Context: an optimization exercise on an open-source flow, tuned for small area, a short achievable clock period and few clock cycles per item. The choices shown serve that exercise and are no tape-out recipe. RTL that was checked went through simulation tests only; none was proved equivalent to the original. Only the layout flow was run in runs 1, 2, 4 and 5; the RTL was not checked for function there. Power and IR drop assume default switching activity.

==> flow/design.v <==
module lt8 (
	input  wire [7:0] a,
	input  wire [7:0] b,
	output wire       lt
);
	wire [7:0] g = ~a & b;           
	wire [7:0] n = ~a | b;           
	wire [8:0] c;
	assign c[0] = 1'b0;
	genvar i;
	generate
	for (i = 0; i < 8; i++) begin : ch
		assign c[i+1] = g[i] | (n[i] & c[i]);
	end
	endgenerate
	assign lt = c[8];
endmodule
module custom_master_slave #(
	parameter MASTER_ADDRESSWIDTH = 28,
	parameter DATAWIDTH = 32
)
(
	input  logic clk,
	input  logic reset_n,
	input  logic [2:0] filter_sel,
	output logic [MASTER_ADDRESSWIDTH-1:0] master_address,
	output logic [DATAWIDTH-1:0] master_writedata,
	output logic master_write,
	output logic master_read,
	input  logic [DATAWIDTH-1:0] master_readdata,
	input  logic master_readdatavalid,
	input  logic master_waitrequest
);
localparam int D = 4;                  
localparam int PW = 2;                 
localparam logic [19:0] IN_BASE  = 20'd307200;    
localparam logic [19:0] W_EDGE0  = 20'd641;       
logic running, inv, edge_m;
logic [19:0] maddr;                    
logic [23:0] wdata;
assign master_address   = {1'b1, 5'b00000, maddr, 2'b00};
assign master_writedata = {8'h00, wdata};
logic [19:0] raddr;
logic [1:0]  rj;                       
logic [9:0]  rc;                       
logic [8:0]  rr;                       
logic        rdone;
logic [PW:0] cnt;                      
logic [19:0] waddr;
logic        wj;
logic [9:0]  wc;
logic [1:0]  aj;
logic [9:0]  ac;
logic [23:0] dl [0:10];                
logic        v0, v1;
logic [23:0] fmem [0:D-1];
logic [PW-1:0] fwp, frp;
logic [PW:0] fcnt;
logic go, want_w, r_prod, r_last, rd_ok, do_w, do_r;
assign go     = !(master_read || master_write) || !master_waitrequest;
assign want_w = (fcnt != '0);
assign r_prod = inv || (rj[1] && (rc[9:1] != 9'd0));
assign r_last = (rc == 10'd639) && (inv ? (rr == 9'd479) : (rr == 9'd238 && rj == 2'd3));
assign rd_ok  = running && !rdone && (!r_prod || cnt < D);
assign do_w   = go && want_w;
assign do_r   = go && !want_w && rd_ok;
logic [19:0] rinc, winc;
always_comb begin
	if (inv)               rinc = 20'd1;
	else if (rj != 2'd3)   rinc = 20'd640;
	else if (rc != 10'd639) rinc = -20'd1919;
	else                   rinc = -20'd1279;
	if (inv)               winc = 20'd1;
	else if (!wj)          winc = 20'd640;
	else if (wc != 10'd638) winc = -20'd639;
	else                   winc = 20'd3;
end
always_ff @(posedge clk) begin
	if (!reset_n) begin
		running <= 1'b0;
		inv     <= 1'b0;
		edge_m  <= 1'b0;
		master_read  <= 1'b0;
		master_write <= 1'b0;
		raddr <= IN_BASE;
		waddr <= W_EDGE0;
		rj <= 2'd0; rc <= 10'd0; rr <= 9'd0;
		rdone <= 1'b0;
		cnt <= '0;
		wj <= 1'b0; wc <= 10'd1;
		frp <= '0;
	end else begin
		if (!running) begin
			if (filter_sel != 3'b000) begin
				running <= 1'b1;
				edge_m  <= filter_sel[0];
				inv     <= !filter_sel[0] && !filter_sel[2];
				if (!filter_sel[0] && !filter_sel[2]) waddr <= 20'd0;
			end
		end
		if (go) begin
			master_write <= want_w;
			master_read  <= !want_w && rd_ok;
		end
		if (do_w) begin
			maddr <= waddr;
			wdata <= fmem[frp];
			frp   <= (frp == PW'(D-1)) ? '0 : frp + 1'b1;
			waddr <= waddr + winc;
			wj    <= !wj;
			if (wj) wc <= (wc == 10'd638) ? 10'd1 : wc + 10'd1;
		end
		if (do_r) begin
			maddr <= raddr;
			raddr <= raddr + rinc;
			if (inv) begin
				if (rc == 10'd639) begin rc <= 10'd0; rr <= rr + 9'd1; end
				else rc <= rc + 10'd1;
			end else begin
				rj <= rj + 2'd1;
				if (rj == 2'd3) begin
					if (rc == 10'd639) begin rc <= 10'd0; rr <= rr + 9'd1; end
					else rc <= rc + 10'd1;
				end
			end
			if (r_last) rdone <= 1'b1;
		end
		cnt <= cnt + (PW+1)'(do_r && r_prod) - (PW+1)'(do_w);
	end
end
always_ff @(posedge clk) begin
	if (!reset_n) begin
		aj <= 2'd0; ac <= 10'd0;
		v0 <= 1'b0; v1 <= 1'b0;
	end else begin
		v0 <= master_readdatavalid && (inv || (aj[1] && (ac[9:1] != 9'd0)));
		v1 <= v0;
		if (master_readdatavalid) begin
			aj <= aj + 2'd1;
			if (aj == 2'd3) ac <= (ac == 10'd639) ? 10'd0 : ac + 10'd1;
		end
	end
end
always_ff @(posedge clk) begin
	if (master_readdatavalid) begin
		dl[0] <= master_readdata[31:8];
		for (int i = 1; i < 11; i++) dl[i] <= dl[i-1];
	end
end
logic [7:0]  cq [0:2];
logic [7:0]  mnq [0:2];
logic [7:0]  mxq [0:2];
logic [10:0] tq [0:2];
genvar L;
generate
for (L = 0; L < 3; L++) begin : lane
	wire [7:0] n0 = dl[10][8*L+7:8*L];
	wire [7:0] n1 = dl[6][8*L+7:8*L];
	wire [7:0] n2 = dl[2][8*L+7:8*L];
	wire [7:0] n3 = dl[9][8*L+7:8*L];
	wire [7:0] n4 = dl[1][8*L+7:8*L];
	wire [7:0] n5 = dl[8][8*L+7:8*L];
	wire [7:0] n6 = dl[4][8*L+7:8*L];
	wire [7:0] n7 = dl[0][8*L+7:8*L];
	wire [7:0] c  = dl[5][8*L+7:8*L];
	wire c01, c23, c45, c67, l03, l47, h03, h47, cmn, cmx;
	lt8 u01 (.a(n0), .b(n1), .lt(c01));
	lt8 u23 (.a(n2), .b(n3), .lt(c23));
	lt8 u45 (.a(n4), .b(n5), .lt(c45));
	lt8 u67 (.a(n6), .b(n7), .lt(c67));
	wire [7:0] lo01 = c01 ? n0 : n1;
	wire [7:0] hi01 = c01 ? n1 : n0;
	wire [7:0] lo23 = c23 ? n2 : n3;
	wire [7:0] hi23 = c23 ? n3 : n2;
	wire [7:0] lo45 = c45 ? n4 : n5;
	wire [7:0] hi45 = c45 ? n5 : n4;
	wire [7:0] lo67 = c67 ? n6 : n7;
	wire [7:0] hi67 = c67 ? n7 : n6;
	lt8 ul03 (.a(lo01), .b(lo23), .lt(l03));
	lt8 ul47 (.a(lo45), .b(lo67), .lt(l47));
	lt8 uh03 (.a(hi23), .b(hi01), .lt(h03));
	lt8 uh47 (.a(hi67), .b(hi45), .lt(h47));
	wire [7:0] lo03 = l03 ? lo01 : lo23;
	wire [7:0] lo47 = l47 ? lo45 : lo67;
	wire [7:0] hi03 = h03 ? hi01 : hi23;
	wire [7:0] hi47 = h47 ? hi45 : hi67;
	lt8 umn (.a(lo03), .b(lo47), .lt(cmn));
	lt8 umx (.a(hi47), .b(hi03), .lt(cmx));
	wire [7:0] mn = cmn ? lo03 : lo47;
	wire [7:0] mx = cmx ? hi03 : hi47;
	wire [10:0] t = {1'b0, c, 2'b00} - {3'b000, n1} - {3'b000, n6} - {3'b000, n3} - {3'b000, n4};
	always_ff @(posedge clk) begin
		cq[L]  <= inv ? dl[0][8*L+7:8*L] : c;
		mnq[L] <= mn;
		mxq[L] <= mx;
		tq[L]  <= t;
	end
end
endgenerate
logic [23:0] res, e_w, s_w, i_w;
generate
for (L = 0; L < 3; L++) begin : fin
	assign e_w[8*L+7:8*L] = tq[L][10] ? 8'h00 : (tq[L][9] || tq[L][8]) ? 8'hFF : tq[L][7:0];
	wire sgt, slt;
	lt8 usg (.a(mxq[L]), .b(cq[L]), .lt(sgt));
	lt8 usl (.a(cq[L]), .b(mnq[L]), .lt(slt));
	assign s_w[23-8*L:16-8*L] = sgt ? mxq[L] : slt ? mnq[L] : cq[L];
	assign i_w[23-8*L:16-8*L] = ~cq[L];
end
endgenerate
assign res = inv ? i_w : edge_m ? e_w : s_w;
always_ff @(posedge clk) begin
	if (v1) fmem[fwp] <= res;
end
always_ff @(posedge clk) begin
	if (!reset_n) begin
		fwp  <= '0;
		fcnt <= '0;
	end else begin
		if (v1) fwp <= (fwp == PW'(D-1)) ? '0 : fwp + 1'b1;
		fcnt <= fcnt + (PW+1)'(v1) - (PW+1)'(do_w);
	end
end
endmodule
==> flow/run.sh <==
#!/bin/bash
# synth_recipe.tcl (not shown) runs the flow's synth.tcl, then flattens the netlist and writes it again
# the make line also repeats each setting of config.mk as NAME=value (left out here)
make -C /OpenROAD-flow-scripts/flow DESIGN_CONFIG=/design/flow/config.mk WORK_HOME=/design/flow/orfs CLKGATE_MAP_FILE= SYNTH_SCRIPT=/design/flow/synth_recipe.tcl finish
==> flow/config.mk <==
export PLATFORM = sky130hd
export DESIGN_NAME = custom_master_slave
export DESIGN_NICKNAME = custom_master_slave
export VERILOG_FILES = /design/flow/design.v
export SDC_FILE = /design/flow/constraint.sdc
export NUM_CORES = 4
export LEC_CHECK = 0
export ABC_CLOCK_PERIOD_IN_PS = 3000
export CAP_MARGIN = 20
export CORE_MARGIN = 2
export CORE_UTILIZATION = 40
export PLACE_DENSITY = 0.6
export SETUP_SLACK_MARGIN = 4.5
export SLEW_MARGIN = 20
==> flow/constraint.sdc <==
create_clock -name core_clock -period 8.0 [get_ports {clk}]
set_input_delay 1.6000 -clock core_clock [delete_from_list [all_inputs] [get_ports {clk}]]
set_output_delay 1.6000 -clock core_clock [all_outputs]
set_load 0.01 [all_outputs]
==> results of run 1 <==
-- cell families after synthesis --
| logic type | share of synthesized area |
|---|---|
| AOI/OAI and AO/OA | 0.1412 |
| xor gates and xnor gates | 0.02382 |
| muxes | 0.08960 |
| buffers and inverters | 0.04121 |
| adders and majority gates | 0.09674 |
| other | 0.0002245 |
| and+or+nand+nor | 0.1208 |
| DFF | 0.4864 |
-- area by class of cell --
type / count / area, sq um
timing repair buffer: 462 / 4113
clock buffer: 95 / 2036
tap: 1080 / 1351
sequential: 611 / 16330
inverter: 240 / 905.9
fill: 7127 / 39480
clock inverter: 38 / 489.2
multi-input combinational: 2163 / 18590
-- final timing paths --
path / startpoint / to / slack (ps)
worst min-delay path: dl[3][16]$_DFFE_PP_ / dl[4][16]$_DFFE_PP_ / 420
worst max register to register: dl[0][8]$_DFFE_PP_ / mnq[1][1]$_DFF_P_ / 3080
worst min register to register: dl[3][16]$_DFFE_PP_ / dl[4][16]$_DFFE_PP_ / 420
worst max-delay path: dl[0][8]$_DFFE_PP_ / mnq[1][1]$_DFF_P_ / 3080
-- Yosys cell counts (11+ instances only) --
master / n / share of area
edfxtp_1: 404 / 0.36
inv_1: 240 / 0.027
nand2_1: 230 / 0.026
nor2_1: 230 / 0.026
dfxtp_1: 207 / 0.12
a21oi_1: 187 / 0.028
mux2i_1: 151 / 0.045
o21ai_0: 138 / 0.021
ha_1: 83 / 0.031
nand3_1: 81 / 0.012
mux2_2: 75 / 0.025
fa_1: 72 / 0.043
maj3_1: 70 / 0.021
and2_1: 60 / 0.011
nand2b_1: 56 / 0.010
xnor2_1: 56 / 0.015
clkbuf_1: 55 / 0.0062
nor2b_1: 54 / 0.010
nor3_1: 45 / 0.0067
o22ai_1: 45 / 0.0084
a21o_1: 36 / 0.0081
xor2_1: 35 / 0.0092
a31oi_1: 28 / 0.0052
a211oi_1: 24 / 0.0054
mux4_2: 24 / 0.016
nand4_1: 21 / 0.0039
o211ai_1: 21 / 0.0047
o21a_1: 21 / 0.0047
a21boi_0: 19 / 0.0043
o21bai_1: 19 / 0.0043
buf_4: 18 / 0.0040
buf_1: 15 / 0.0017
o221ai_1: 15 / 0.0039
and3_1: 14 / 0.0026
buf_2: 13 / 0.0019
o21ai_1: 12 / 0.0018
or3_1: 11 / 0.0021
-- cell usage in the layout, fill, tap and decap left out, drive strengths merged, types with 79 or more instances in the layout --
master  instances
a21oi         189
edfxtp        404
nor2          232
mux2i         151
nand2         230
o21ai         156
clkbuf         98
nand3          81
dfxtp         207
ha             83
mux2           83
inv           244
buf           385
maj3           79
-- worst register-to-register path, cell delays in order, from the launching register on --
cell and delay, ps:
edfxtp_1 390, nor2b_1 150, maj3_2 330, o221ai_4 260
a221oi_4 130, or2_4 320, mux2_4 310, maj3_2 320
a2111oi_4 280, buf_4 180, buf_4 120, nor3_4 50
or3_4 430, mux2_4 350, maj3_2 340, a311oi_4 320
o31ai_4 80, buf_6 140, mux2_4 290
-- per-stage QoR --
stage | hold slack [ps] | total power [mW] | instances | util
floorplan | 400.3 | 6.885 | 3106 | -
global placement | 400.8 | 7.824 | 4175 | 0.4294
detailed placement | 404.5 | 7.872 | 4175 | 0.4294
CTS | 406.6 | 12.19 | 4595 | 0.5048
global route | 421.7 | 13.33 | 4689 | 0.5260
finish | 415.3 | 12.68 | 4689 | 0.5260
-- per-layer routing --
layer / share of wire / GRT usage / up-vias
met4: 0.031 / 0.06496 / 0
met1: 0.45 / 0.2995 / 12600
met2: 0.46 / 0.3329 / 918
li1: - / - / 12210
met5: 0 / 0 / -
met3: 0.064 / 0.03018 / 192
-- sequential cells by signal, indices dropped and copies added (netlist names), 2 cells and up --
name	cells
dl	264
fmem	96
tq	33
cq	24
mnq	24
mxq	24
wdata	24
maddr	20
raddr	20
waddr	20
ac	10
rc	10
wc	10
rr	9
cnt	3
fcnt	3
aj	2
frp	2
fwp	2
rj	2
-- power by group through the flow --
stage | registers [mW] | clock network (mW) | logic (mW)
3_3_place_gp | 4.37 | 0 | 3.45
4_1_cts | 4.31 | 3.51 | 4.37
6_report | 4.32 | 3.43 | 4.93
5_1_grt | 4.37 | 3.63 | 5.33
3_5_place_dp | 4.38 | 0 | 3.49
2_1_floorplan | 4.23 | 0 | 2.65
-- what timing repair did --
item / in CTS / in global routing
gates cloned: 10 / 5
pin swaps: 206 / 185
endpoints found under the setup margin: 153 / 159
resized for setup: 363 / 222
setup buffers: 277 / 89
==> run notes, run 1 <==
critical path buffer and inverter count 3; Critical Path RT 8530 ps; VDD IR-drop max 0.1615 mV; antenna viol nets, final 0; Routability Congestion 0.8859; CP max FO 6; CTS H-tree depth 3; Synth Register Bits 611; outcome finished clean; Final setup violation count 0; Final Hold Fails 0; GRT Util Overall 0.2106; CTS buffer count 72; Post-synth ARST share 0; Placement Cell Area 35,770 sq um; switching power 4.292 mW; first-pass GRT wire length 142,000 um; slowest cell delay on critical path 430 ps; CTS Hold Bufs 0; layout cell share with drive strength beyond 1 0.3076; total of warnings raised by yosys 11; Worst path top cell family by delay compound AO/OA/AOI/OAI gates; vias per inst 5.527; # port buffers 76; Final Cycle Share 0.6155; Least-Margin Pin Slew 1080 ps; via count 25,910; CP cell instances nor2b_1, maj3_2, o221ai_4, a221oi_4, or2_4, mux2_4, maj3_2, a2111oi_4, buf_4, buf_4, nor3_4, or3_4, mux2_4, maj3_2, a311oi_4, o31ai_4, buf_6, mux2_4; vias in the first global route 24,620; DR pass1 iterations 7; Startpoint Class register; CTS tree built; Post-synth EDFFs 404; synthesized area per cell 10.82 sq um; fmax 203.1 MHz; Core Rows 106; DIE HEIGHT 293.2 um; post-route setup slack 3076 ps; pin count of the biggest net entering global routing 133; Yosys cell types 103; Design Area, Final 43,810 sq um; root buf cell clkbuf_16; CP arrival 5450 ps; cell-internal power 8.384 mW; # diodes 0; worst min-delay path class register to register; clk buf depth 3; CP Class register to register; Gate power share 0.389; Worst Hold Path Cells 0; Sink Count 611; setup slack at placement 2078 ps; drt total wl 94,400 um; Worst-Skew Late Latency 650 ps; sequential group share of total power 0.340; Area Growth Syn to Fin 30.95%; Clk pwr share 0.271; Iteration-0 DRC Markers 2,102; Die Area 85,980 sq um; wire per inst 20.13 um; Pins Over Slew Limit 0; grt total ovfl 0; Mapped Cells 3,092; Worst Skew 36.23 ps; setup repair after global routing missed its margin yes; clock-pin slew on the worst setup and hold paths 60 ps; Period minus WS final 4924 ps; slowest CP cell or3_4; CORE AREA 83,290 sq um; die width 293.2 um; initial antenna violation count 1; share of the yosys chip area belonging to registers 0.4864; DRC Markers 0; switch share 0.3386; Top FF cell, synth edfxtp_1; Crit. End Element register; number of max-cap violations 0; fin nets 3,744; mapped cell area 33,460 sq um; DP Wirelength 60,210 um; IO Count 101; Leak Pwr 17.14 nW; R2R depth 18; Setup TNS Final 0 ps; Initial Utilization 0.4017; pwr dens 289.3 nW/um^2; max_slew headroom 0.2799; Levels on crit path 18
==> run 2, diff against run 1 <==
--- a/flow/config.mk
+++ b/flow/config.mk
@@ -6,9 +6,9 @@
 export NUM_CORES = 4
 export LEC_CHECK = 0
-export ABC_CLOCK_PERIOD_IN_PS = 3000
+export ABC_CLOCK_PERIOD_IN_PS = 4000
 export CAP_MARGIN = 20
 export CORE_MARGIN = 2
 export CORE_UTILIZATION = 40
 export PLACE_DENSITY = 0.6
-export SETUP_SLACK_MARGIN = 4.5
+export SETUP_SLACK_MARGIN = 3.5
 export SLEW_MARGIN = 20
==> run 2 against run 1 <==
Area after synthesis stayed put. Worst hold slack worse by 37 ps. Critical endpoint is now mxq[2][2]$_DFF_P_. Sequential share of layout area is 2.3 points higher. Core utilization is 3.3 points lower. Wire length is 7.3% lower. Total power is 8.5% lower. Synthesized cell count stayed put.
==> run notes, run 2 <==
DP Wirelength 59,580 um (was 60,210 um); grt total ovfl 0 (unchanged); R2R depth 17 (was 18); worst setup path start dl[9][23]$_DFFE_PP_ (was dl[0][8]$_DFFE_PP_); number of max-cap violations 0 (unchanged); Worst-Skew Late Latency 640 ps (was 650 ps); Top FF cell, synth edfxtp_1 (unchanged); Crit. End Element register (unchanged); simple-gate share of the synthesized area 0.1208 (unchanged); DRC Markers 0 (unchanged); Iteration-0 DRC Markers 2,081 (was 2,102); Period minus WS final 4899 ps (was 4924 ps); Leak Pwr 15.98 nW (was 17.14 nW); commonest non-fill, non-tap cells in the layout 404 x edfxtp_1, 235 x inv_1, 226 x nor2_1, 221 x nand2_1, 209 x buf_4 (was 404 x edfxtp_1, 310 x buf_4, 225 x inv_1, 223 x nand2_1, 212 x nor2_1); Initial Utilization 0.4017 (unchanged); root buf cell clkbuf_16 (unchanged); first-pass GRT wire length 134,000 um (was 142,000 um); Final setup violation count 0 (unchanged); synthesized area per cell 10.82 sq um (unchanged); Worst R2R End mxq[2][2]$_DFF_P_ (was mnq[1][1]$_DFF_P_); placed instance count 4,178 (was 4,175); Yosys cell types 103 (unchanged); Post-synth ARST share 0 (unchanged); # port buffers 76 (unchanged); most common library cells after synthesis 404 x edfxtp_1, 240 x inv_1, 230 x nand2_1, 230 x nor2_1, 207 x dfxtp_1 (unchanged); CTS Hold Bufs 0 (unchanged); Least-Margin Pin Slew 984.1 ps (was 1080 ps); Startpoint Class register (unchanged); clk buf depth 3 (unchanged); Final Hold Fails 0 (unchanged); pwr dens 282.1 nW/um^2 (was 289.3 nW/um^2); Synth Register Bits 611 (unchanged); biggest regs dl: 264 flops, fmem: 96 flops, tq: 33 flops (unchanged); Hold Path Sink dl[4][1]$_DFFE_PP_ (was dl[4][16]$_DFFE_PP_); mux cell area share after synthesis 0.08960 (unchanged); pin count of the biggest net entering global routing 92 (was 133); Sink Count 611 (unchanged); worst min-delay path class register to register (unchanged); Core Rows 106 (unchanged); total of warnings raised by yosys 11 (unchanged); adder-cell share of the synthesized area 0.09674 (unchanged); largest family of logic cells by synthesized area compound AO/OA/AOI/OAI gates (unchanged); Synth area leader edfxtp_1 (unchanged); layout cell share with drive strength beyond 1 0.2098 (was 0.3076); Mapped Cells 3,092 (unchanged); Critical Path RT 8500 ps (was 8530 ps); fmax 204.1 MHz (was 203.1 MHz); most common cell after layout, fill and taps aside edfxtp_1 (unchanged); CTS H-tree depth 3 (unchanged); most frequent cell after synthesis edfxtp_1 (unchanged); Worst Skew 46.23 ps (was 36.23 ps); CP max FO 7 (was 6); GRT Util Overall 0.1987 (was 0.2106); DIE HEIGHT 293.2 um (unchanged); share of the yosys chip area belonging to registers 0.4864 (unchanged); Setup TNS Final 0 ps (unchanged); wire per inst 19.32 um (was 20.13 um); Area Growth Syn to Fin 22.86% (was 30.95%); Post-synth EDFFs 404 (unchanged); clock-pin slew on the worst setup and hold paths 60 ps (about the same); vias per inst 5.460 (was 5.527); vias in the first global route 23,370 (was 24,620); DR pass1 iterations 9 (was 7); Non-Filler Instances 4,531 (was 4,689); antenna viol nets, final 0 (unchanged); Worst R2R Start dl[9][23]$_DFFE_PP_ (was dl[0][8]$_DFFE_PP_); CTS buffer count 69 (was 72); Largest register FFs 264 (unchanged); drt total wl 87,550 um (was 94,400 um); Synth top area share 0.3626 (unchanged); Die Area 85,980 sq um (unchanged); setup repair after global routing missed its margin yes (unchanged); CORE AREA 83,290 sq um (unchanged); initial antenna violation count 0 (was 1); Synth Area in Compound Gates 0.1412 (unchanged); Synth Area in XOR/XNOR 0.02382 (unchanged); max_slew headroom 0.3439 (was 0.2799); VDD IR-drop max 0.1758 mV (was 0.1615 mV); Worst Hold Path Cells 0 (unchanged); IO Count 101 (unchanged); outcome finished clean (unchanged); Routability Congestion 0.8905 (was 0.8859); synth top area cells edfxtp_1 36%, dfxtp_1 12%, mux2i_1 4.5% (unchanged); CTS tree built (unchanged); Pins Over Slew Limit 0 (unchanged); Final Cycle Share 0.6124 (was 0.6155); Biggest register dl (unchanged); mapped cell area 33,460 sq um (unchanged); worst reg2reg setup slack 3100 ps (was 3080 ps); Hold Startpoint dl[3][1]$_DFFE_PP_ (was dl[3][16]$_DFFE_PP_); Final Hold Slack 377.9 ps (was 415.3 ps); CP arrival 5400 ps (was 5450 ps); fin nets 3,588 (was 3,744); die width 293.2 um (unchanged); via count 24,740 (was 25,910); CP Class register to register (unchanged); # diodes 0 (unchanged)
## run 2: changes by cell type in the layout (fill, tap and decap cells not counted), moves of 33 or more
cell	previous run	this run
maj3_2	60	20
buf_6	57	24
a21oi_2	81	21
buf_4	310	209
a21oi_1	100	161
maj3_1	18	55
## run 2: report_power, final
group	switching (mW)	internal, mW	total [mW]
logic	2.18	1.92	4.10
clock network	1.36	1.86	3.22
registers	0.348	3.93	4.28
total	3.89	7.71	11.6
## run 2: worst max path at each step
stage                        end  slack [ps]  cells after the start
6_report       mxq[2][2]$_DFF_P_        3100                     17
5_1_grt        mxq[2][1]$_DFF_P_        2940                     19
4_1_cts        mnq[1][1]$_DFF_P_        3200                     15
3_5_place_dp   mxq[2][2]$_DFF_P_        2180                     15
3_3_place_gp   mxq[2][2]$_DFF_P_        2180                     15
2_1_floorplan  mxq[2][2]$_DFF_P_        3460                     16
## run 2: logic make-up (layout without fill, tap and decap cells)
logic type | after synthesis | after routing
buffers and inverters | 344 | 685
multiplexers | 258 | 258
XOR/XNOR | 91 | 91
AO/OA/AOI/OAI | 709 | 712
flip-flops | 611 | 611
AND/OR/NAND/NOR | 847 | 848
other | 2 | 16
adder cells (fa/ha/maj) | 230 | 230
## run 2: through the flow
step                        util  cell area [sq um]  total power [mW]  worst slack [ps]
after floorplan                -              33630             6.748              3458
after global placement    0.4255              35440             7.731              2178
after detailed placement  0.4255              35440             7.760              2184
after CTS                 0.4782              39830             11.43              3200
after global routing      0.4935              41110             12.24              2941
final                     0.4935              41110             11.60              3101
## run 2: layout make-up
class,count,area [sq um]
fill,7448,42180
multi-input combinational,2155,17480
sequential,611,16280
timing repair buffer,317,2745
clock buffer,87,1834
tap,1080,1351
inverter,240,904.6
clock inverter,41,508.0
## run 2: routing by layer
metal  up-vias  share of wire  global-route usage  wire length [um]
li1      11860              -                   -                 -
met1     11970           0.46              0.2791             40150
met2       745           0.46              0.3213             40360
met3       165          0.051             0.02360              4469
met4         0          0.029             0.06309              2572
met5         -              0                   0                 0
## run 2: timing repair
item                       CTS  global route
gates cloned                 3             2
pin swaps                   74            74
gates resized for setup    171           157
setup endpoints to repair   39            67
setup buffers              147            73
## run 2: critical path: stages (launching register included)
cell and delay, ps:
edfxtp_1 470, nand2b_4 190, nor3b_1 150, a311o_1 390
a21oi_4 170, buf_12 150, mux2_4 300, a211o_1 260
o41a_1 110, o311a_1 350, or2_1 250, a221o_1 380
maj3_2 340, o221ai_2 150, o211ai_1 140, maj3_2 340
a211oi_4 300, mux2_4 330
==> run 3, diff against run 2 <==
--- a/flow/design.v
+++ b/flow/design.v
@@ -1,19 +1,2 @@
-module lt8 (
-	input  wire [7:0] a,
-	input  wire [7:0] b,
-	output wire       lt
-);
-	wire [7:0] g = ~a & b;           
-	wire [7:0] n = ~a | b;           
-	wire [8:0] c;
-	assign c[0] = 1'b0;
-	genvar i;
-	generate
-	for (i = 0; i < 8; i++) begin : ch
-		assign c[i+1] = g[i] | (n[i] & c[i]);
-	end
-	endgenerate
-	assign lt = c[8];
-endmodule
 module custom_master_slave #(
 	parameter MASTER_ADDRESSWIDTH = 28,
@@ -164,9 +147,8 @@
 	wire [7:0] n7 = dl[0][8*L+7:8*L];
 	wire [7:0] c  = dl[5][8*L+7:8*L];
-	wire c01, c23, c45, c67, l03, l47, h03, h47, cmn, cmx;
-	lt8 u01 (.a(n0), .b(n1), .lt(c01));
-	lt8 u23 (.a(n2), .b(n3), .lt(c23));
-	lt8 u45 (.a(n4), .b(n5), .lt(c45));
-	lt8 u67 (.a(n6), .b(n7), .lt(c67));
+	wire c01 = n0 < n1;
+	wire c23 = n2 < n3;
+	wire c45 = n4 < n5;
+	wire c67 = n6 < n7;
 	wire [7:0] lo01 = c01 ? n0 : n1;
 	wire [7:0] hi01 = c01 ? n1 : n0;
@@ -177,16 +159,10 @@
 	wire [7:0] lo67 = c67 ? n6 : n7;
 	wire [7:0] hi67 = c67 ? n7 : n6;
-	lt8 ul03 (.a(lo01), .b(lo23), .lt(l03));
-	lt8 ul47 (.a(lo45), .b(lo67), .lt(l47));
-	lt8 uh03 (.a(hi23), .b(hi01), .lt(h03));
-	lt8 uh47 (.a(hi67), .b(hi45), .lt(h47));
-	wire [7:0] lo03 = l03 ? lo01 : lo23;
-	wire [7:0] lo47 = l47 ? lo45 : lo67;
-	wire [7:0] hi03 = h03 ? hi01 : hi23;
-	wire [7:0] hi47 = h47 ? hi45 : hi67;
-	lt8 umn (.a(lo03), .b(lo47), .lt(cmn));
-	lt8 umx (.a(hi47), .b(hi03), .lt(cmx));
-	wire [7:0] mn = cmn ? lo03 : lo47;
-	wire [7:0] mx = cmx ? hi03 : hi47;
+	wire [7:0] lo03 = (lo01 < lo23) ? lo01 : lo23;
+	wire [7:0] lo47 = (lo45 < lo67) ? lo45 : lo67;
+	wire [7:0] hi03 = (hi01 > hi23) ? hi01 : hi23;
+	wire [7:0] hi47 = (hi45 > hi67) ? hi45 : hi67;
+	wire [7:0] mn = (lo03 < lo47) ? lo03 : lo47;
+	wire [7:0] mx = (hi03 > hi47) ? hi03 : hi47;
 	wire [10:0] t = {1'b0, c, 2'b00} - {3'b000, n1} - {3'b000, n6} - {3'b000, n3} - {3'b000, n4};
 	always_ff @(posedge clk) begin
@@ -202,8 +178,5 @@
 for (L = 0; L < 3; L++) begin : fin
 	assign e_w[8*L+7:8*L] = tq[L][10] ? 8'h00 : (tq[L][9] || tq[L][8]) ? 8'hFF : tq[L][7:0];
-	wire sgt, slt;
-	lt8 usg (.a(mxq[L]), .b(cq[L]), .lt(sgt));
-	lt8 usl (.a(cq[L]), .b(mnq[L]), .lt(slt));
-	assign s_w[23-8*L:16-8*L] = sgt ? mxq[L] : slt ? mnq[L] : cq[L];
+	assign s_w[23-8*L:16-8*L] = (cq[L] > mxq[L]) ? mxq[L] : (cq[L] < mnq[L]) ? mnq[L] : cq[L];
 	assign i_w[23-8*L:16-8*L] = ~cq[L];
 end
--- a/flow/config.mk
+++ b/flow/config.mk
@@ -6,9 +6,7 @@
 export NUM_CORES = 4
 export LEC_CHECK = 0
-export ABC_CLOCK_PERIOD_IN_PS = 4000
 export CAP_MARGIN = 20
 export CORE_MARGIN = 2
 export CORE_UTILIZATION = 40
 export PLACE_DENSITY = 0.6
-export SETUP_SLACK_MARGIN = 3.5
 export SLEW_MARGIN = 20
==> run 3 against run 2 <==
Core utilization is 3.9 points lower. Non-clock buffer count down 215. Sequential share of layout area increased by 1.0 points. Global-route usage fell by 1.8 points. Combinational power increased by 9.8%. Still clean on timing, DRC and antenna. Synthesized cell count grew 3.4%. Die area up 6.0%.
==> run notes, run 3 <==
outcome finished clean (unchanged); DP Wirelength 61,250 um (was 59,580 um); Final setup violation count 0 (unchanged); area of the multi-input gates 17,560 sq um (was 17,480 sq um); Crit. End Element register (unchanged); CP max FO 12 (was 7); initial antenna violation count 0 (unchanged); Worst Skew 22.72 ps (was 46.23 ps); Register Area 16,280 sq um (unchanged); CTS buffer count 70 (was 69); # diodes 0 (unchanged); Die Area 91,120 sq um (was 85,980 sq um); Worst Hold Path Cells 0 (unchanged); Synth Area in XOR/XNOR 0.02443 (was 0.02382); die width 301.9 um (was 293.2 um); Final Hold Slack 404.4 ps (was 377.9 ps); IO Count 101 (unchanged); post_cts resized 0 (was 171); synth top area cells edfxtp_1 34%, ha_1 12%, dfxtp_1 12% (was edfxtp_1 36%, dfxtp_1 12%, mux2i_1 4.5%); mapped cell area 35,490 sq um (was 33,460 sq um); R2R depth 27 (was 17); number of max-cap violations 0 (unchanged); # port buffers 76 (unchanged); Synth Area in Compound Gates 0.1133 (was 0.1412); synthesized area per cell 11.10 sq um (was 10.82 sq um); setup repair after global routing missed its margin no (was yes); grt total ovfl 0 (unchanged); vias in the first global route 22,530 (was 23,370); Clk pwr share 0.277 (about the same); drt total wl 81,990 um (was 87,550 um); Leak Pwr 17.07 nW (was 15.98 nW); Final Hold Fails 0 (unchanged); Synth top area share 0.3419 (was 0.3626); commonest non-fill, non-tap cells in the layout 404 x edfxtp_1, 355 x inv_1, 341 x ha_1, 227 x a21oi_1, 215 x nor2_1 (was 404 x edfxtp_1, 235 x inv_1, 226 x nor2_1, 221 x nand2_1, 209 x buf_4); Yosys cell types 90 (was 103); Post-synth ARST share 0 (unchanged); most common library cells after synthesis 404 x edfxtp_1, 356 x inv_1, 341 x ha_1 (was 404 x edfxtp_1, 240 x inv_1, 230 x nand2_1, 230 x nor2_1, 207 x dfxtp_1); Worst-Skew Late Latency 630 ps (was 640 ps); mux cell area share after synthesis 0.09752 (was 0.08960); pin count of the biggest net entering global routing 74 (was 92); max_slew headroom 0.2972 (was 0.3439); Final Cycle Share 0.8293 (was 0.6124); cell-internal power 8.090 mW (was 7.708 mW); worst reg2reg setup slack 1370 ps (was 3100 ps); fin nets 3,742 (was 3,588); GRT Util Overall 0.1805 (was 0.1987); Largest register FFs 264 (unchanged); DIE HEIGHT 301.9 um (was 293.2 um); Post-synth EDFFs 404 (unchanged); Mapped Cells 3,198 (was 3,092); Initial Utilization 0.4028 (was 0.4017); clock-pin slew on the worst setup and hold paths 60 ps (about the same); wire per inst 18.18 um (was 19.32 um); CP Class register to register (unchanged); Synth area leader edfxtp_1 (unchanged); Core Rows 109 (was 106); pwr dens 306.6 nW/um^2 (was 282.1 nW/um^2); slowest CP cell a21oi_1 (was edfxtp_1); Fillers 8,241 (was 7,448); Iteration-0 DRC Markers 1,356 (was 2,081); CTS H-tree depth 3 (unchanged); most common cell after layout, fill and taps aside edfxtp_1 (unchanged); Hold Startpoint dl[7][13]$_DFFE_PP_ (was dl[3][1]$_DFFE_PP_); simple-gate share of the synthesized area 0.09403 (was 0.1208); final core utilization 0.4550 (was 0.4935); share of the yosys chip area belonging to registers 0.4586 (was 0.4864); most used cell, CP a21oi_1; CORE AREA 88,100 sq um (was 83,290 sq um); Sink Count 611 (unchanged); DRC Markers 0 (unchanged); layout cell share with drive strength beyond 1 0.09238 (was 0.2098); sequential group share of total power 0.357 (was 0.369); CTS tree built (unchanged); antenna viol nets, final 0 (unchanged); Worst R2R Start dl[6][4]$_DFFE_PP_ (was dl[9][23]$_DFFE_PP_); CP arrival 7150 ps (was 5400 ps); switch share 0.3417 (was 0.3353); Synth Register Bits 611 (unchanged); post-route setup slack 1366 ps (was 3101 ps); vias per inst 5.160 (was 5.460); Tot Pwr 12.29 mW (was 11.60 mW); Startpoint Class register (unchanged); VDD IR-drop max 0.1832 mV (was 0.1758 mV); Area Growth Syn to Fin 12.96% (was 22.86%); Hold Path Sink dl[8][13]$_DFFE_PP_ (was dl[4][1]$_DFFE_PP_); adder-cell share of the synthesized area 0.1617 (was 0.09674); switching power 4.200 mW (was 3.889 mW); slowest cell delay on critical path 640 ps (was 470 ps); worst min-delay path class register to register (unchanged); Gate power share 0.366 (was 0.353); Pins Over Slew Limit 0 (unchanged); Biggest register dl (unchanged); Setup TNS Final 0 ps (unchanged); via count 23,270 (was 24,740); first-pass GRT wire length 128,100 um (was 134,000 um); total of warnings raised by yosys 6 (was 11); setup slack at placement 1467 ps (was 2184 ps); Critical Path RT 8520 ps (was 8500 ps); Period minus WS final 6634 ps (was 4899 ps); fmax 150.7 MHz (was 204.1 MHz); post-CTS setup buffer count 0 (was 147); most frequent cell after synthesis edfxtp_1 (unchanged); biggest regs dl: 264 flops, fmem: 96 flops, tq: 33 flops (unchanged); CTS Hold Bufs 0 (unchanged); Top FF cell, synth edfxtp_1 (unchanged); DR pass1 iterations 5 (was 9); Routability Congestion 0.8637 (was 0.8905); clk buf depth 3 (unchanged); root buf cell clkbuf_16 (unchanged); Worst R2R End mxq[0][7]$_DFF_P_ (was mxq[2][2]$_DFF_P_); Least-Margin Pin Slew 1047 ps (was 984.1 ps); largest family of logic cells by synthesized area adder cells (was compound AO/OA/AOI/OAI gates)
[run 3: changes by cell type in the layout (fill, tap and decap cells not counted), sizes merged, moves of 23 or more]
cell / change
nor2b: -32
buf: -216
a21oi: +45
and2: -34
nand2: -40
maj3: -72
a21o: +28
mux2i: +30
inv: +120
nand3: -25
o22ai: -42
o21ai: -51
ha: +258
nand4: +23
[run 3: critical path: cells and delay by family, from the launching register on]
| family | cells | cell delay [ps] |
|---|---|---|
| AO/OA/AOI/OAI | 16 | 3560 |
| multiplexers | 2 | 780 |
| adder cells (fa/ha/maj) | 3 | 770 |
| buffers and inverters | 3 | 700 |
| flip-flops | 1 | 440 |
| AND/OR/NAND/NOR | 3 | 280 |
[run 3: how the worst max path moves through the flow]
stage / from / end / slack (ps)
final: dl[6][4]$_DFFE_PP_ / mxq[0][7]$_DFF_P_ / 1370
after global routing: dl[8][10]$_DFFE_PP_ / mxq[1][3]$_DFF_P_ / 780
after CTS: dl[6][2]$_DFFE_PP_ / mxq[0][7]$_DFF_P_ / 1420
after detailed placement: dl[6][4]$_DFFE_PP_ / mxq[0][7]$_DFF_P_ / 1470
after global placement: dl[6][4]$_DFFE_PP_ / mxq[0][7]$_DFF_P_ / 1510
after floorplan: dl[6][2]$_DFFE_PP_ / mxq[0][0]$_DFF_P_ / 2180
[run 3: power by group through the flow]
stage          logic [mW]  registers, mW  clock network, mW
4_1_cts              4.51           4.40               3.50
2_1_floorplan        3.33           4.30                  0
5_1_grt              5.05           4.45               3.63
3_3_place_gp         4.43           4.46                  0
3_5_place_dp         4.48           4.46                  0
6_report             4.50           4.39               3.40
[run 3: layout make-up]
type	count	share of cell area
Inverter	358	0.03352
Clock inverter	41	0.01358
Clock buffer	86	0.04832
Multi-Input combinational cell	2147	0.4379
Sequential cell	611	0.4061
Timing Repair Buffer	102	0.02416
Tap cell	1165	0.03636
[run 3: kinds of logic after synthesis]
kind of cell    count (synthesis)
flops                         611
buf+inv                       454
simple gates                  704
other cells                     2
mux                           302
fa+ha+maj                     416
xor+xnor                       99
compound gates                610
[run 3: layer usage]
metal / wire length (um) / part of all wire / vias to the layer above / track usage
met1: 40290 / 0.49 / 11100 / 0.2649
li1: - / - / 11630 / -
met3: 3715 / 0.045 / 98 / 0.02507
met5: 0 / 0 / - / 0
met2: 36140 / 0.44 / 448 / 0.2774
met4: 1841 / 0.022 / 0 / 0.05328
[run 3: through the flow]
stage | cells | instance area, sq um
global route | 4510 | 40090
finish | 4510 | 40090
floorplan | 3212 | 35540
CTS | 4509 | 40070
global placement | 4382 | 37580
detailed placement | 4382 | 37590
Testbench counts of run 3, summed over its fixed seeds: cycles 9,354,121, pixels 2,751,384.
==> run 4, diff against run 3 <==
--- a/flow/design.v
+++ b/flow/design.v
@@ -1,2 +1,45 @@
+module lt8 (
+	input  wire [7:0] a,
+	input  wire [7:0] b,
+	output wire       lt
+);
+	wire [7:0] g = ~a & b;           
+	wire [7:0] n = ~a | b;           
+	wire [8:0] c;
+	assign c[0] = 1'b0;
+	genvar i;
+	generate
+	for (i = 0; i < 8; i++) begin : ch
+		assign c[i+1] = g[i] | (n[i] & c[i]);
+	end
+	endgenerate
+	assign lt = c[8];
+endmodule
+module minmax4 (
+	input  wire [7:0] v0,
+	input  wire [7:0] v1,
+	input  wire [7:0] v2,
+	input  wire [7:0] v3,
+	output wire [7:0] mn,
+	output wire [7:0] mx
+);
+	wire x01, x02, x03, x12, x13, x23;
+	lt8 c01 (.a(v1), .b(v0), .lt(x01));
+	lt8 c02 (.a(v2), .b(v0), .lt(x02));
+	lt8 c03 (.a(v3), .b(v0), .lt(x03));
+	lt8 c12 (.a(v2), .b(v1), .lt(x12));
+	lt8 c13 (.a(v3), .b(v1), .lt(x13));
+	lt8 c23 (.a(v3), .b(v2), .lt(x23));
+	wire n0 = !x01 && !x02 && !x03;
+	wire n1 =  x01 && !x12 && !x13;
+	wire n2 =  x02 &&  x12 && !x23;
+	wire n3 =  x03 &&  x13 &&  x23;
+	wire m0 =  x01 &&  x02 &&  x03;
+	wire m1 = !x01 &&  x12 &&  x13;
+	wire m2 = !x02 && !x12 &&  x23;
+	wire m3 = !x03 && !x13 && !x23;
+	assign mn = ({8{n0}} & v0) | ({8{n1}} & v1) | ({8{n2}} & v2) | ({8{n3}} & v3);
+	assign mx = ({8{m0}} & v0) | ({8{m1}} & v1) | ({8{m2}} & v2) | ({8{m3}} & v3);
+endmodule
 module custom_master_slave #(
 	parameter MASTER_ADDRESSWIDTH = 28,
@@ -131,44 +174,27 @@
 	end
 end
-logic [7:0]  cq [0:2];
-logic [7:0]  mnq [0:2];
-logic [7:0]  mxq [0:2];
-logic [10:0] tq [0:2];
+logic [7:0]  cq  [0:2];               
+logic [7:0]  la  [0:2];               
+logic [7:0]  lb  [0:2];               
+logic [7:0]  ha  [0:2];               
+logic [7:0]  hb  [0:2];               
+logic [9:0]  sq  [0:2];               
 genvar L;
 generate
 for (L = 0; L < 3; L++) begin : lane
-	wire [7:0] n0 = dl[10][8*L+7:8*L];
-	wire [7:0] n1 = dl[6][8*L+7:8*L];
-	wire [7:0] n2 = dl[2][8*L+7:8*L];
-	wire [7:0] n3 = dl[9][8*L+7:8*L];
-	wire [7:0] n4 = dl[1][8*L+7:8*L];
-	wire [7:0] n5 = dl[8][8*L+7:8*L];
-	wire [7:0] n6 = dl[4][8*L+7:8*L];
-	wire [7:0] n7 = dl[0][8*L+7:8*L];
-	wire [7:0] c  = dl[5][8*L+7:8*L];
-	wire c01 = n0 < n1;
-	wire c23 = n2 < n3;
-	wire c45 = n4 < n5;
-	wire c67 = n6 < n7;
-	wire [7:0] lo01 = c01 ? n0 : n1;
-	wire [7:0] hi01 = c01 ? n1 : n0;
-	wire [7:0] lo23 = c23 ? n2 : n3;
-	wire [7:0] hi23 = c23 ? n3 : n2;
-	wire [7:0] lo45 = c45 ? n4 : n5;
-	wire [7:0] hi45 = c45 ? n5 : n4;
-	wire [7:0] lo67 = c67 ? n6 : n7;
-	wire [7:0] hi67 = c67 ? n7 : n6;
-	wire [7:0] lo03 = (lo01 < lo23) ? lo01 : lo23;
-	wire [7:0] lo47 = (lo45 < lo67) ? lo45 : lo67;
-	wire [7:0] hi03 = (hi01 > hi23) ? hi01 : hi23;
-	wire [7:0] hi47 = (hi45 > hi67) ? hi45 : hi67;
-	wire [7:0] mn = (lo03 < lo47) ? lo03 : lo47;
-	wire [7:0] mx = (hi03 > hi47) ? hi03 : hi47;
-	wire [10:0] t = {1'b0, c, 2'b00} - {3'b000, n1} - {3'b000, n6} - {3'b000, n3} - {3'b000, n4};
+	wire [7:0] c = dl[5][8*L+7:8*L];
+	wire [7:0] lo_a, hi_a, lo_b, hi_b;
+	minmax4 ga (.v0(dl[10][8*L+7:8*L]), .v1(dl[6][8*L+7:8*L]), .v2(dl[2][8*L+7:8*L]), .v3(dl[9][8*L+7:8*L]),
+	            .mn(lo_a), .mx(hi_a));
+	minmax4 gb (.v0(dl[1][8*L+7:8*L]), .v1(dl[8][8*L+7:8*L]), .v2(dl[4][8*L+7:8*L]), .v3(dl[0][8*L+7:8*L]),
+	            .mn(lo_b), .mx(hi_b));
 	always_ff @(posedge clk) begin
-		cq[L]  <= inv ? dl[0][8*L+7:8*L] : c;
-		mnq[L] <= mn;
-		mxq[L] <= mx;
-		tq[L]  <= t;
+		cq[L] <= inv ? dl[0][8*L+7:8*L] : c;
+		la[L] <= lo_a;
+		lb[L] <= lo_b;
+		ha[L] <= hi_a;
+		hb[L] <= hi_b;
+		sq[L] <= {2'b00, dl[6][8*L+7:8*L]} + {2'b00, dl[4][8*L+7:8*L]}
+		       + {2'b00, dl[9][8*L+7:8*L]} + {2'b00, dl[1][8*L+7:8*L]};
 	end
 end
@@ -177,6 +203,18 @@
 generate
 for (L = 0; L < 3; L++) begin : fin
-	assign e_w[8*L+7:8*L] = tq[L][10] ? 8'h00 : (tq[L][9] || tq[L][8]) ? 8'hFF : tq[L][7:0];
-	assign s_w[23-8*L:16-8*L] = (cq[L] > mxq[L]) ? mxq[L] : (cq[L] < mnq[L]) ? mnq[L] : cq[L];
+	wire [10:0] t = {1'b0, cq[L], 2'b00} - {1'b0, sq[L]};
+	assign e_w[8*L+7:8*L] = t[10] ? 8'h00 : (t[9] || t[8]) ? 8'hFF : t[7:0];
+	wire p, q, cla, clb, hac, hbc;
+	lt8 u0 (.a(lb[L]), .b(la[L]), .lt(p));      
+	lt8 u1 (.a(ha[L]), .b(hb[L]), .lt(q));      
+	lt8 u2 (.a(cq[L]), .b(la[L]), .lt(cla));
+	lt8 u3 (.a(cq[L]), .b(lb[L]), .lt(clb));
+	lt8 u4 (.a(ha[L]), .b(cq[L]), .lt(hac));
+	lt8 u5 (.a(hb[L]), .b(cq[L]), .lt(hbc));
+	wire above = hac && hbc;                    
+	wire below = cla && clb;                    
+	assign s_w[23-8*L:16-8*L] = ({8{above &&  q}} & hb[L]) | ({8{above && !q}} & ha[L])
+	                          | ({8{below &&  p}} & lb[L]) | ({8{below && !p}} & la[L])
+	                          | ({8{!above && !below}} & cq[L]);
 	assign i_w[23-8*L:16-8*L] = ~cq[L];
 end
--- a/flow/config.mk
+++ b/flow/config.mk
@@ -6,7 +6,9 @@
 export NUM_CORES = 4
 export LEC_CHECK = 0
+export ABC_CLOCK_PERIOD_IN_PS = 3000
 export CAP_MARGIN = 20
 export CORE_MARGIN = 2
 export CORE_UTILIZATION = 40
 export PLACE_DENSITY = 0.6
+export SETUP_SLACK_MARGIN = 5
 export SLEW_MARGIN = 20
==> run 4 against run 3 <==
Wire length up 18%. Non-clock buffer count up 214. Final cell count up 8.6%. Flip-flop and latch count up 45. Area after synthesis up 0.12%. Highest routed layer unchanged. Die area up 0.12%. Clock skew down 6.4 ps. Largest cell class unchanged. Combinational power down 11%. Sequential share of layout area down 1.3 points. Synthesized cell count up 5.3%. Via count up 19%.
==> run notes, run 4 <==
antenna viol nets, final 0 (unchanged); Least-Margin Pin Slew 804.2 ps (was 1047 ps); R2R depth 17 (was 27); DRC Markers 0 (unchanged); Mapped Cells 3,369 (was 3,198); fmax 313.7 MHz (was 150.7 MHz); VDD IR-drop max 0.1642 mV (was 0.1832 mV); most common cell after layout, fill and taps aside edfxtp_1 (unchanged); Placement Cell Area 37,680 sq um (was 37,590 sq um); # diodes 0 (unchanged); Hold Startpoint dl[7][5]$_DFFE_PP_ (was dl[7][13]$_DFFE_PP_); CTS Hold Bufs 0 (unchanged); Pins Over Slew Limit 0 (unchanged); CP arrival 3680 ps (was 7150 ps); Final Hold Fails 0 (unchanged); DP Wirelength 64,550 um (was 61,250 um); wire per inst 19.77 um (was 18.18 um); worst reg2reg setup slack 4810 ps (was 1370 ps); Worst Skew 16.32 ps (was 22.72 ps); share of the yosys chip area belonging to registers 0.4834 (was 0.4586); Worst R2R End waddr[16]$_SDFFE_PN0P_ (was mxq[0][7]$_DFF_P_); mapped cell area 35,530 sq um (was 35,490 sq um); Met2 Wirelength 45,130 um (was 36,140 um); Die Area 91,230 sq um (was 91,120 sq um); Biggest register dl (unchanged); fin nets 3,904 (was 3,742); Hold Path Sink dl[8][5]$_DFFE_PP_ (was dl[8][13]$_DFFE_PP_); pin count of the biggest net entering global routing 131 (was 74); number of max-cap violations 0 (unchanged); CP max FO 4 (was 12); Sink Count 656 (was 611); Final Hold Slack 400.0 ps (was 404.4 ps); Final Cycle Share 0.3985 (was 0.8293); clk buf depth 3 (unchanged); Post-synth EDFFs 404 (unchanged); Crit. End Element register (unchanged); Initial Utilization 0.4027 (was 0.4028); Tot Pwr 12.06 mW (was 12.29 mW); Startpoint Class register (unchanged); drt total wl 96,850 um (was 81,990 um); vias per inst 5.673 (was 5.160); CTS tree built (unchanged); synthesized area per cell 10.55 sq um (was 11.10 sq um); met1 WL 43,690 um (was 40,290 um); Routability Congestion 0.9001 (was 0.8637); pwr dens 275.0 nW/um^2 (was 306.6 nW/um^2); Area Growth Syn to Fin 23.39% (was 12.96%); Critical Path RT 8500 ps (was 8520 ps); Synth top area share 0.3414 (was 0.3419); initial antenna violation count 3 (was 0); DIE HEIGHT 302.0 um (was 301.9 um); # port buffers 76 (unchanged); Iteration-0 DRC Markers 3,029 (was 1,356); Design Area, Final 43,840 sq um (was 40,090 sq um); biggest regs dl: 264 flops, fmem: 96 flops, sq: 30 flops (was dl: 264 flops, fmem: 96 flops, tq: 33 flops); most common library cells after synthesis 404 x edfxtp_1, 306 x inv_1, 271 x nand2_1 (was 404 x edfxtp_1, 356 x inv_1, 341 x ha_1); worst min-delay path class register to register (unchanged); grt total ovfl 0 (unchanged); Largest register FFs 264 (unchanged); CTS buffer count 75 (was 70); Top FF cell, synth edfxtp_1 (unchanged); most frequent cell after synthesis edfxtp_1 (unchanged); CP Class register to register (unchanged); commonest non-fill, non-tap cells in the layout 404 x edfxtp_1, 287 x inv_1, 267 x nand2_1, 226 x dfxtp_1, 219 x buf_4 (was 404 x edfxtp_1, 355 x inv_1, 341 x ha_1, 227 x a21oi_1, 215 x nor2_1); Core Rows 109 (unchanged); Worst-Skew Late Latency 640 ps (was 630 ps); GRT Util Overall 0.2049 (was 0.1805); Leak Pwr 16.86 nW (was 17.07 nW); Worst R2R Start wc[0]$_SDFFE_PN1P_ (was dl[6][4]$_DFFE_PP_); root buf cell clkbuf_16 (unchanged); synth top area cells edfxtp_1 34%, dfxtp_1 14%, ha_1 5.0% (was edfxtp_1 34%, ha_1 12%, dfxtp_1 12%); die width 302.0 um (was 301.9 um); clock-pin slew on the worst setup and hold paths 60 ps (about the same); DR top layer met4 (unchanged); Post-synth ARST share 0 (unchanged); total of warnings raised by yosys 15 (was 6); IO Count 101 (unchanged); DR pass1 iterations 9 (was 5); Period minus WS final 3188 ps (was 6634 ps); CTS H-tree depth 3 (unchanged); Synth Register Bits 656 (was 611); CORE AREA 88,240 sq um (was 88,100 sq um); outcome finished clean (unchanged); routed wl met3 5570 um (was 3715 um); final core utilization 0.4968 (was 0.4550); layout cell share with drive strength beyond 1 0.2113 (was 0.09238); max_slew headroom 0.4638 (was 0.2972); vias in the first global route 25,850 (was 22,530); Final setup violation count 0 (unchanged); Fillers 7,841 (was 8,241); first-pass GRT wire length 147,900 um (was 128,100 um); setup repair after global routing missed its margin yes (was no); via count 27,790 (was 23,270); Worst Hold Path Cells 0 (unchanged); Yosys cell types 90 (unchanged); Setup TNS Final 0 ps (unchanged); Synth area leader edfxtp_1 (unchanged)
==> run 4: kinds of logic (layout without fill, tap and decap cells) <==
logic type               Yosys count  count (layout)  synth area share
other                              2              16         0.0002114
AO/OA/AOI/OAI                    837             838            0.1690
AND/OR/NAND/NOR                  985             985            0.1378
flip-flops                       656             656            0.4834
multiplexers                      76              76           0.03102
XOR/XNOR                         102             102           0.02514
adder cells (fa/ha/maj)          293             295            0.1073
buffers and inverters            418             766           0.04613
==> run 4: cell type report <==
class / instances / area [sq um] / share of cell area
multi-input cells: 2312 / 18770 / 0.4281
clock inverters: 30 / 314.1 / 0.007163
well taps: 1165 / 1458 / 0.03325
repair buffers: 316 / 2683 / 0.06119
clock buffers: 110 / 2208 / 0.05037
inverters: 309 / 1171 / 0.02671
flip-flops and latches: 656 / 17230 / 0.3930
repair inverters: 1 / 7.507 / 0.0001712
==> run 4: power by group <==
part	switching [mW]	internal (mW)
logic	2.22	1.80
clock network	1.43	2.04
registers	0.432	4.13
total	4.09	7.97
==> run 4: worst max-delay path by stage <==
stage	start	to	slack [ps]	cells past startpoint
final	wc[0]$_SDFFE_PN1P_	waddr[16]$_SDFFE_PN0P_	4810	17
after global routing	wc[5]$_SDFFE_PN0P_	waddr[16]$_SDFFE_PN0P_	4640	15
after CTS	wc[0]$_SDFFE_PN1P_	waddr[19]$_SDFFE_PN0P_	4870	16
after detailed placement	master_waitrequest	wdata[23]$_DFFE_PP_	3230	7
after global placement	master_waitrequest	wdata[23]$_DFFE_PP_	3240	7
after floorplan	master_waitrequest	cnt[2]$_SDFF_PN0_	4680	13
==> run 4: per-stage QoR <==
step	std cells	worst slack [ps]
finish	4899	4812
global route	4899	4643
CTS	4804	4873
detailed placement	4534	3234
global placement	4534	3241
floorplan	3383	4676
==> run 4: routing by layer <==
| metal | GRT usage | vias up |
|---|---|---|
| met1 | 0.2894 | 13530 |
| met5 | 0 | - |
| met4 | 0.06271 | 0 |
| met3 | 0.02815 | 165 |
| met2 | 0.3270 | 932 |
| li1 | - | 13160 |
==> run 4: what timing repair did <==
action | in CTS | in global routing
pin swaps | 98 | 181
buffers inserted | 127 | 93
gates cloned | 3 | 2
resized for setup | 303 | 218
setup endpoints to repair | 475 | 312
==> run 4: critical path, cell delays in order (launching register included) <==
cell      delay (ps)
dfxtp_2          330
inv_2             40
ha_4             150
nand2_2           60
nor3_2            40
and3_4           190
and3_4           190
fa_2             360
and3_4           190
a41oi_2          150
o21bai_1         140
a211oi_2         270
o31ai_2          110
o41ai_2          390
buf_4            180
xnor2_1           60
a22oi_1          140
nor2_1            50
==> run 5, diff against run 4 <==
--- a/flow/config.mk
+++ b/flow/config.mk
@@ -6,9 +6,9 @@
 export NUM_CORES = 4
 export LEC_CHECK = 0
-export ABC_CLOCK_PERIOD_IN_PS = 3000
+export ABC_CLOCK_PERIOD_IN_PS = 3500
 export CAP_MARGIN = 20
 export CORE_MARGIN = 2
 export CORE_UTILIZATION = 40
 export PLACE_DENSITY = 0.6
-export SETUP_SLACK_MARGIN = 5
+export SETUP_SLACK_MARGIN = 4
 export SLEW_MARGIN = 20
==> run 5 against run 4 <==
Worst hold slack improved by 3.4 ps. Synthesized cell count unchanged. Wire length decreased by 4.9%. Clock skew increased by 12 ps. Critical path depth decreased by 5. Sequential share of layout area increased by 3.5 points. Maximum frequency decreased by 15%. Largest power group unchanged.
==> run notes, run 5 <==
biggest regs dl: 264 flops, fmem: 96 flops, sq: 30 flops (unchanged); pin count of the biggest net entering global routing 156 (was 131); number of max-cap violations 0 (unchanged); CP arrival 4240 ps (was 3680 ps); Synth Register Bits 656 (unchanged); Final Hold Fails 0 (unchanged); CORE AREA 88,240 sq um (unchanged); slowest cell delay on critical path 490 ps (was 390 ps); drt total wl 92,130 um (was 96,850 um); Top FF cell, synth edfxtp_1 (unchanged); most frequent cell after synthesis edfxtp_1 (unchanged); Worst Skew 28.76 ps (was 16.32 ps); CTS tree built (unchanged); clock-pin slew on the worst setup and hold paths 60 ps (about the same); CP max FO 15 (was 4); CTS H-tree depth 3 (unchanged); DR pass1 iterations 8 (was 9); worst min-delay path class register to register (unchanged); vias per inst 5.639 (was 5.673); Largest register FFs 264 (unchanged); outcome finished clean (unchanged); die width 302.0 um (unchanged); # port buffers 76 (unchanged); Non-Filler Instances 4,678 (was 4,899); Crit. End Element register (unchanged); DIE HEIGHT 302.0 um (unchanged); first-pass GRT wire length 143,700 um (was 147,900 um); CTS buffer count 75 (unchanged); CP Class input pin to register (was register to register); IO Count 101 (unchanged); wire per inst 19.69 um (was 19.77 um); Initial Utilization 0.4027 (unchanged); Pins Over Slew Limit 0 (unchanged); pwr dens 281.6 nW/um^2 (was 275.0 nW/um^2); Setup TNS Final 0 ps (unchanged); Yosys cell types 90 (unchanged); Worst-Skew Late Latency 650 ps (was 640 ps); Die Area 91,230 sq um (unchanged); Synth top area share 0.3414 (unchanged); Core Rows 109 (unchanged); most common cell after layout, fill and taps aside edfxtp_1 (unchanged); layout cell share with drive strength beyond 1 0.07062 (was 0.2113); VDD IR-drop max 0.1814 mV (was 0.1642 mV); setup slack at placement 2808 ps (was 3234 ps); most common library cells after synthesis 404 x edfxtp_1, 306 x inv_1, 271 x nand2_1 (unchanged); post-route setup slack 4267 ps (was 4812 ps); Mapped Cells 3,369 (unchanged); via count 26,380 (was 27,790); Area Growth Syn to Fin 12.92% (was 23.39%); Final setup violation count 0 (unchanged); fin nets 3,683 (was 3,904); vias in the first global route 25,120 (was 25,850); critical path buffer and inverter count 4 (was 2); total of warnings raised by yosys 15 (unchanged); Sink Count 656 (unchanged); DP Wirelength 65,150 um (was 64,550 um); Synth area leader edfxtp_1 (unchanged); setup repair after global routing missed its margin no (was yes); Worst path top cell family by delay buffers and inverters (was compound AO/OA/AOI/OAI gates); Final Cycle Share 0.4667 (was 0.3985); grt total ovfl 0 (unchanged); DRC Markers 0 (unchanged); antenna viol nets, final 0 (unchanged); CP cell instances clkdlybuf4s50_1, o21ai_0, nand2b_2, clkinvlp_4, ha_1, inv_1, ha_1, inv_1, fa_1, xor2_1, xnor2_1, nor2_1 (was inv_2, ha_4, nand2_2, nor3_2, and3_4, and3_4, fa_2, and3_4, a41oi_2, o21bai_1, a211oi_2, o31ai_2, o41ai_2, buf_4, xnor2_1, a22oi_1, nor2_1); clk buf depth 3 (unchanged); Post-synth EDFFs 404 (unchanged); Tot Pwr 11.30 mW (was 12.06 mW); synthesized area per cell 10.55 sq um (unchanged); Routability Congestion 0.9030 (was 0.9001); placed instance count 4,533 (was 4,534); initial antenna violation count 2 (was 3); Post-synth ARST share 0 (unchanged); Iteration-0 DRC Markers 2,573 (was 3,029); root buf cell clkbuf_16 (unchanged); Placement Cell Area 37,530 sq um (was 37,680 sq um); Period minus WS final 3733 ps (was 3188 ps); Leak Pwr 15.35 nW (was 16.86 nW); Design Area, Final 40,120 sq um (was 43,840 sq um); synth top area cells edfxtp_1 34%, dfxtp_1 14%, ha_1 5.0% (unchanged); Critical Path RT 8510 ps (was 8500 ps); Startpoint Class input pin (was register); share of the yosys chip area belonging to registers 0.4834 (unchanged); commonest non-fill, non-tap cells in the layout 404 x edfxtp_1, 305 x inv_1, 271 x nand2_1, 250 x dfxtp_1, 220 x nor2_1 (was 404 x edfxtp_1, 287 x inv_1, 267 x nand2_1, 226 x dfxtp_1, 219 x buf_4); slowest CP cell clkdlybuf4s50_1 (was o41ai_2); fmax 267.9 MHz (was 313.7 MHz); Biggest register dl (unchanged); max_slew headroom 0.2644 (was 0.4638); GRT Util Overall 0.1997 (was 0.2049); mapped cell area 35,530 sq um (unchanged); Least-Margin Pin Slew 1103 ps (was 804.2 ps)
run 5: cell counts after synthesis:
Identical to the previous run, type by type.
run 5: logic make-up after synthesis:
kind of cell,Yosys count,share of synthesized area
XOR/XNOR,102,0.02514
other,2,0.0002114
flip-flops,656,0.4834
multiplexers,76,0.03102
AND/OR/NAND/NOR,985,0.1378
AO/OA/AOI/OAI,837,0.1690
adder cells (fa/ha/maj),293,0.1073
buffers and inverters,418,0.04613
run 5: what timing repair did:
item,CTS,global route
setup endpoints to repair,35,51
pin swaps,1,0
resized for setup,8,7
setup buffers,3,2
hold buffers,0,0
run 5: final cells by class:
type | instances | area (sq um)
multi-input cells | 2309 | 16830
inverters | 309 | 1171
fillers | 8155 | 48120
clock inverters | 37 | 376.6
repair buffers | 99 | 998.5
clock buffers | 102 | 2097
flip-flops and latches | 656 | 17180
diodes | 1 | 2.502
well taps | 1165 | 1458
run 5: worst paths after layout:
kind	start	end	slack, ps	cells past startpoint
setup reg to reg	cq[2][0]$_DFF_P_	fmem[0][19]$_DFFE_PP_	4280	10
hold / removal	dl[7][15]$_DFFE_PP_	dl[8][15]$_DFFE_PP_	400	0
setup / recovery	master_waitrequest	fcnt[2]$_SDFF_PN0_	4270	12
hold reg to reg	dl[7][15]$_DFFE_PP_	dl[8][15]$_DFFE_PP_	400	0
run 5: metrics by stage:
| stage | hold WS (ps) | utilization |
|---|---|---|
| 6_report | 403.4 | 0.4547 |
| 5_1_grt | 424.1 | 0.4546 |
| 4_1_cts | 415.1 | 0.4541 |
| 3_5_place_dp | 404.5 | 0.4254 |
| 3_3_place_gp | 400.3 | 0.4249 |
| 2_1_floorplan | 400.3 | - |
run 5: per-layer routing:
layer,vias up,wire (um),track usage
li1,12700,-,-
met1,12750,42900,0.2838
met2,772,42000,0.3182
met3,157,4960,0.02442
met4,0,2264,0.06306
met5,-,0,0
run 5: power breakdown:
group / leakage, nW / switching [mW] / internal [mW]
Combinational: 8.18 / 1.84 / 1.42
Clock: 1.22 / 1.44 / 2.02
Sequential: 5.96 / 0.448 / 4.13
Total: 15.4 / 3.73 / 7.57

## re-timing with driven ports
In the flow no input, the clock included, has a driving cell. The finished layouts below were timed again as built, in two steps.
Step 1, drivers: a clkbuf_16 drives clk and a buf_2 each remaining input, both assumed.
Step 2 adds t to the input delays and takes it off the output delays; t is the mean of the earliest and latest rising clock arrival at the registers after step 1. Input paths then give back, and output paths get back, about the clock's delay inside the block.
Three values: ideal ports, drivers, drivers and shift; two values: the first two.
run | t, ns | setup WS [ns] | clock arrival spread, ns | cell pins on the clock port's net
run 1 | 0.695 | 3.076 / 3.076 / 3.076 | 0.044 / 0.044 | 1
run 2 | 0.686 | 3.101 / 3.101 / 3.101 | 0.055 / 0.055 | 1
run 3 | 0.685 | 1.366 / 1.366 / 1.366 | 0.024 / 0.024 | 1
run 4 | 0.696 | 4.812 / 4.812 / 4.398 | 0.019 / 0.019 | 1
run 5 | 0.697 | 4.267 / 4.282 / 3.605 | 0.031 / 0.031 | 1
After both steps every run listed still meets setup and hold. For run 5, which loses most, drivers alone change the setup slack by +0.015 ns; drivers and shift together by -0.662 ns.
